This is an optimization exercise on Yosys and OpenROAD, whose aim is small area, a short achievable clock period and few clock cycles per item, not a production implementation.
The RTL was checked by simulation tests, not by an equivalence proof against the original design.

$ cat flow/run.sh
#!/bin/bash
# synth_recipe.tcl (not shown) runs the flow's synth.tcl, then flattens the netlist and writes it again
# the make line also repeats each setting of config.mk as NAME=value (left out here)
make -C /OpenROAD-flow-scripts/flow DESIGN_CONFIG=/design/flow/config.mk WORK_HOME=/design/flow/orfs CLKGATE_MAP_FILE= SYNTH_SCRIPT=/design/flow/synth_recipe.tcl finish
$ cat flow/constraint.sdc
create_clock -name core_clock -period 10.0 [get_ports {clk}]
set_input_delay 2.0000 -clock core_clock [delete_from_list [all_inputs] [get_ports {clk}]]
set_output_delay 2.0000 -clock core_clock [all_outputs]
set_load 0.01 [all_outputs]
$ cat flow/design.v
module input_buffer (
    input  logic        clk,
    input  logic        rst,
    input  logic        write_en,
    input  logic [5:0]  write_addr,
    input  logic [7:0]  data_in,
    input  logic [2:0]  rd_row,
    input  logic [2:0]  rd_col,
    output logic [23:0] data_out
);
    logic [7:0] buffer [0:63];
    always_ff @(posedge clk or posedge rst) begin
        if (rst)
            for (int i = 0; i < 64; i++) buffer[i] <= 8'd0;
        else if (write_en)
            buffer[write_addr] <= data_in;
    end
    logic [7:0] colv [0:7];
    always_comb
        for (int y = 0; y < 8; y++) colv[y] = buffer[{y[2:0], rd_col}];
    assign data_out[7:0]   = colv[rd_row];
    assign data_out[15:8]  = colv[rd_row + 3'd1];
    assign data_out[23:16] = colv[rd_row + 3'd2];
endmodule
module weight_buffer (
    input  logic        clk,
    input  logic        rst,
    input  logic        write_en,
    input  logic [3:0]  write_addr,
    input  logic [7:0]  data_in,
    input  logic        load,
    output logic [71:0] weights
);
    logic [7:0] buffer [0:8];
    logic [7:0] active [0:8];
    always_ff @(posedge clk or posedge rst) begin
        if (rst)
            for (int i = 0; i < 9; i++) buffer[i] <= 8'd0;
        else if (write_en)
            buffer[write_addr] <= data_in;
    end
    always_ff @(posedge clk)
        if (load) for (int i = 0; i < 9; i++) active[i] <= buffer[i];
    for (genvar g = 0; g < 9; g++) begin : g_out
        assign weights[g*8 +: 8] = active[g];
    end
endmodule
module conv2d_core (
    input  logic        clk,
    input  logic [23:0] column,
    input  logic [71:0] weights,
    output logic [15:0] conv_out
);
    logic signed [7:0]  p [0:2];
    logic signed [7:0]  w [0:8];
    logic signed [15:0] m [0:8];    
    for (genvar g = 0; g < 3; g++) begin : g_p
        assign p[g] = column[g*8 +: 8];
    end
    for (genvar g = 0; g < 9; g++) begin : g_m
        assign w[g] = weights[g*8 +: 8];
        assign m[g] = p[g/3] * w[g];
    end
    logic [15:0] acc1, acc2;
    always_ff @(posedge clk) begin
        acc1     <= m[0] + m[3] + m[6];
        acc2     <= acc1 + m[1] + m[4] + m[7];
        conv_out <= acc2 + m[2] + m[5] + m[8];
    end
endmodule
module relu (
    input  logic [15:0] in,
    output logic [14:0] out
);
    assign out = in[15] ? 15'd0 : in[14:0];
endmodule
module max_pool (
    input  logic [14:0] a,
    input  logic [14:0] b,
    output logic [14:0] out
);
    assign out = (a > b) ? a : b;
endmodule
module cnn_accel (
    input  logic        clk,
    input  logic        rst,
    input  logic        wr_en,
    input  logic        wr_sel,      
    input  logic [5:0]  wr_addr,
    input  logic [7:0]  wr_data,
    input  logic        start,
    output logic        ready,
    output logic        out_valid,
    output logic [15:0] out_data
);
    logic       a_v, a_st, a_sel, b_v, b_st, b_sel;
    logic [5:0] a_addr, b_addr;
    logic [7:0] a_data, b_data;
    logic       ready_q;
    logic       busy;            
    logic [2:0] r, j;            
    logic       h_v, h_st, h_sel, h_blk, apply;
    logic [5:0] h_addr;
    logic [7:0] h_data;
    assign h_v    = b_v | a_v;
    assign h_st   = b_v ? b_st   : a_st;
    assign h_sel  = b_v ? b_sel  : a_sel;
    assign h_addr = b_v ? b_addr : a_addr;
    assign h_data = b_v ? b_data : a_data;
    assign h_blk  = busy & (h_st | (~h_sel & (h_addr[5:3] >= r)));
    assign apply  = h_v & ~h_blk;
    always_ff @(posedge clk or posedge rst) begin
        if (rst) begin
            a_v <= 1'b0; a_st <= 1'b0;
            b_v <= 1'b0; b_st <= 1'b0;
            ready_q <= 1'b1;
        end else begin
            if (b_v) begin
                if (apply) begin
                    b_v <= a_v; b_st <= a_st;
                    a_v <= 1'b0;
                end
                ready_q <= apply & ~a_v;
            end else begin
                if (a_v & h_blk) begin
                    b_v <= 1'b1; b_st <= a_st;
                end
                a_v <= wr_en | start; a_st <= start;
                ready_q <= ~(a_v & h_blk);
            end
        end
    end
    always_ff @(posedge clk) begin
        if (b_v) begin
            if (apply) begin
                b_sel <= a_sel; b_addr <= a_addr; b_data <= a_data;
            end
        end else begin
            if (a_v & h_blk) begin
                b_sel <= a_sel; b_addr <= a_addr; b_data <= a_data;
            end
            a_sel <= wr_sel; a_addr <= wr_addr; a_data <= wr_data;
        end
    end
    assign ready = ready_q;
    logic do_start;
    assign do_start = apply & h_st;
    logic [23:0] column;
    logic [71:0] weights;
    input_buffer u_ibuf (
        .clk(clk), .rst(rst),
        .write_en(apply & ~h_st & ~h_sel),
        .write_addr(h_addr),
        .data_in(h_data),
        .rd_row(r), .rd_col(j),
        .data_out(column)
    );
    weight_buffer u_wbuf (
        .clk(clk), .rst(rst),
        .write_en(apply & ~h_st & h_sel),
        .write_addr(h_addr[3:0]),
        .data_in(h_data),
        .load(do_start),
        .weights(weights)
    );
    always_ff @(posedge clk or posedge rst) begin
        if (rst) begin
            busy <= 1'b0; r <= 3'd0; j <= 3'd0;
        end else if (do_start) begin
            busy <= 1'b1; r <= 3'd0; j <= 3'd0;
        end else if (busy) begin
            j <= j + 3'd1;
            if (j == 3'd7) begin
                r <= r + 3'd1;
                if (r == 3'd5) busy <= 1'b0;
            end
        end
    end
    logic [23:0] col_q;
    logic        v1, v2, v3;
    logic [2:0]  j1, j2;
    logic        ro1, ro2, ro3;       
    always_ff @(posedge clk) col_q <= column;
    always_ff @(posedge clk or posedge rst) begin
        if (rst) begin
            v1 <= 1'b0; v2 <= 1'b0;
        end else begin
            v1 <= busy;
            v2 <= v1;
        end
    end
    always_ff @(posedge clk) begin
        j1 <= j;  ro1 <= r[0];
        j2 <= j1; ro2 <= ro1;
    end
    logic [15:0] conv_out;
    conv2d_core u_conv (
        .clk(clk), .column(col_q), .weights(weights), .conv_out(conv_out)
    );
    logic [14:0] rl, pm, pair_max, pair;
    relu u_relu (.in(conv_out), .out(rl));
    max_pool u_pair (.a(pm), .b(rl), .out(pair_max));
    logic c_ok;
    assign c_ok = v2 & (j2[2] | j2[1]);
    always_ff @(posedge clk) begin
        if (c_ok & ~j2[0]) pm <= rl;
        if (c_ok & j2[0])  pair <= pair_max;
        if (v3) begin
            rb2 <= pair; rb1 <= rb2; rb0 <= rb1;
        end
        ro3 <= ro2;
    end
    logic [14:0] rb0, rb1, rb2, win_max;
    max_pool u_pool (.a(rb0), .b(pair), .out(win_max));
    logic        ov;
    logic [14:0] od;
    always_ff @(posedge clk or posedge rst) begin
        if (rst) begin
            v3 <= 1'b0; ov <= 1'b0;
        end else begin
            v3 <= c_ok & j2[0];
            ov <= v3 & ro3;
        end
    end
    always_ff @(posedge clk) if (v3 & ro3) od <= win_max;
    assign out_valid = ov;
    assign out_data  = {1'b0, od};
endmodule
$ cat flow/config.mk
export PLATFORM = sky130hd
export DESIGN_NAME = cnn_accel
export DESIGN_NICKNAME = cnn_accel
export VERILOG_FILES = /design/flow/design.v
export SDC_FILE = /design/flow/constraint.sdc
export NUM_CORES = 4
export LEC_CHECK = 0
export CAP_MARGIN = 20
export CORE_MARGIN = 2
export CORE_UTILIZATION = 40
export SLEW_MARGIN = 20
==> impl_results.md <==
* Reg-to-reg critical path endpoint: u_conv.conv_out[15]
* Crit path max fanout at 24
* # port buffers at 35
* TritonRoute pass-1 iters at 8
* CP Launch Point: col_q[7]
* Post-CTS Setup Bufs at 0
* Fin. Hold Viols at 0
* Slowest stage delay, CP at 0.55 ns
* PostCTS Resize Cnt at 0
* Area delta synth->final at 9.73%
* Die area at 155000 um^2
* Clk pin slew, worst setup/hold paths at 0.06 ns
* Hold WC Path Type: register to register
* Relative slew slack at 27.2%
* Crit share post-route at 68.5%
* Nets at 6278
* Chip height at 394 um
* CP arrival at 7.42 ns
* Setup_tns at 0 ns
* R2r worst-path depth at 19
* Core area at 152000 um^2
* Worst path cell trace: buf_4 > and2_1 > inv_1 > fa_1 > fa_1 > inv_1 > fa_1 > fa_1 > fa_1 > fa_1 > inv_1 > fa_1 > inv_1 > ha_1 > o41ai_1 > o21ai_0 > o41ai_1 > o21ai_0 > xnor2_1
* DP HPWL at 115 mm
* Num rows at 143
* Outcome: finished clean
* Ys flop type: dfrtp_1
* Synth unique cells at 70
* Async SR Flop Fraction at 68.7%
* Synth Warn # at 11
* CTS tree: built
* Cell taking the most area after synthesis: dfrtp_1
* Count leader, synth: inv_1
* Seq/Total Area, Yosys at 36.8%
* Max-slew violations at 0
* Syn avg cell area at 11.4 um^2
* Worst R2R Start: col_q[7]
* Chip width at 394 um
* Placed insts at 7237
* Max-cap viol count at 0
* Post-synth top area share at 24.6%
* WL per Instance at 21.9 um
* Critical Path End: u_conv.conv_out[15]
* Syn Nets at 6305
* DRC at 0
* Vias/cell at 5.33
* Post-synthesis register bit count at 873
* Reg2reg setup slack at 3.15 ns
* Initial antenna violation count at 7
* Netlist Area Pre-Place at 60900 um^2
* WS Path Type: register to register
* GRT overflow at 0
* CP Data Required Time at 10.57 ns
* CTS H-tree lvls at 3
* I/O pins at 37
* All-Layer GR Usage at 21.3%
* Placed inst area at 63600 um^2
* Most instantiated cells after synthesis: inv_1 (868), fa_1 (663), mux2_2 (600)
* Worst clock skew at 0.0370 ns
* Cell mode on critical path: fa_1
* Initial core utilization at 40.2%
* Element type at the critical path end: register
* Worst-case clock buffer depth at 3
* RSZ-0062 raised after global routing: no
* Vias in the first global route at 41.9k
* GPL Wtd Cong at 0.922
* Initial DRC count at 3382
* Post-CTS Hold Buffers at 0
* CP Launch Type: register
* Share of post-route cells with drive strength above 1 at 16.0%
* Clk sinks at 873
* Clk Latency, worst-skew pair at 0.72 ns
* Cells after Synth at 5330
* Final ANT Viol Nets at 0
* Final Setup Violations at 0
* Synth top area cells: dfrtp_1 (25%), fa_1 (22%), mux2_2 (11%)
* Via count at 39.5k
* F_max at 146 MHz
* Root buf cell: clkbuf_16
* Tightest Pin Transition at 1.07 ns
* Post-synth EDFFs at 192
* Post-Layout Inst Area at 66900 um^2
* Max stage delay cell, worst path: fa_1
* Largest net degree at the start of global routing at 167
* First-pass GRT wire length at 255 mm
* Post-Layout Cell Count at 7416
* Post-Route WL at 162 mm
* Min Tclk post-route at 6.85 ns
* CTS buffer count at 93
worst max-delay path: cells and delay by family, from the launching register on:
family,cells,cell delay (ns)
flip-flops,1,0.31
AO/OA/AOI/OAI,4,1.49
XOR/XNOR,1,0.15
AND/OR/NAND/NOR,1,0.48
buffers and inverters,5,0.66
adder cells (fa/ha/maj),8,3.63
logic make-up after synthesis:
kind of cell	Yosys count	share of synthesized area [%]
flip-flops	873	36.8
multiplexers	632	11.6
XOR/XNOR	113	1.62
AO/OA/AOI/OAI	512	6.29
other	1	0.00615
buffers and inverters	1107	6.88
adder cells (fa/ha/maj)	957	27.8
AND/OR/NAND/NOR	1135	8.98
cell type report:
type	count	area, um^2
clock buffer	132	2730
timing repair buffer	115	1010
multi-input combinational	3350	34400
sequential	873	22400
tap	2030	2540
antenna	2	5.00
fill	14100	84700
clock inverter	44	528
inverter	870	3270
placed cells by master (no fill, tap or decap), drive strengths merged, types with 20 or more instances in the layout:
cell type	netlist	layout
a21oi	42	42
dfxtp	81	81
a31oi	20	20
mux2i	28	28
clkdlybuf4s50	0	35
inv	868	873
fa	663	663
nand2	441	441
nor2	189	189
xnor2	100	100
nand3	29	29
and2	292	292
a41oi	33	33
o21ai	130	130
nor3	38	38
nand2b	72	72
dfrtp	599	599
clkinv	2	31
clkbuf	208	132
buf	29	80
a221oi	42	42
a222oi	88	88
edfxtp	192	192
ha	293	293
mux2	604	604
how the worst min path moves through the flow:
stage	startpoint	endpoint	slack (ns)	cells after the start
2_1_floorplan	j1[0]	j2[0]	0.31	0
3_3_place_gp	j1[2]	j2[2]	0.31	0
5_1_grt	j1[0]	j2[0]	0.34	0
4_1_cts	j1[0]	j2[0]	0.33	0
3_5_place_dp	j1[0]	j2[0]	0.32	0
6_report	j1[0]	j2[0]	0.33	0
state kept, by name (all words and copies together) (netlist names), 16 cells and up:
signal           cells
u_wbuf.buffer       72
u_conv.acc1         16
col_q               24
u_ibuf.buffer      512
u_conv.conv_out     16
u_conv.acc2         16
u_wbuf.active       72
metal layers:
| metal | up-vias | global-route usage [%] | wire length [um] |
|---|---|---|---|
| met4 | 0 | 5.71 | 4320 |
| met5 | - | 0 | 0 |
| li1 | 17500 | - | - |
| met2 | 1109 | 34.3 | 75900 |
| met3 | 221 | 3.43 | 9530 |
| met1 | 20700 | 29.8 | 72500 |
stage by stage:
step	worst slack [ns]	hold slack [ns]	utilization [%]
floorplan	-0.182	0.310	-
global placement	3.28	0.311	42.0
detailed placement	3.16	0.315	42.0
CTS	3.13	0.330	44.1
global route	2.77	0.338	44.1
finish	3.15	0.328	44.1
Testbench counts, summed over its fixed seeds: cycles 7,520, frames 96.

[static timing again, ports no longer ideal]
The results above use ideal ports. As a check the final layout listed here was re-extracted and re-timed, cells and wires unchanged.
Step 1 (the two cells are an assumption about what drives the block):
set clk [get_ports {clk}]
set_driving_cell -lib_cell sky130_fd_sc_hd__clkbuf_16 $clk
set_driving_cell -lib_cell sky130_fd_sc_hd__buf_2 [delete_from_list [all_inputs] $clk]
Step 2 adds t to the input delays and takes it off the output delays; t is the mean of the earliest and latest rising clock arrival at the registers after step 1. Input paths then give back, and output paths get back, about the clock's delay inside the block.
a / b / c = ideal / step 1 / step 2; a / b = the first two.
t (ns): 0.784
setup slack, ns: 3.146 / 3.146 / 3.146
worst register clock-pin slew, ns: 0.08 / 0.08
worst slew at a driven data input, ns: 0.05
After both steps this run still meets setup and hold. For this run, drivers alone change the setup slack by 0.000 ns; drivers and shift together by 0.000 ns.
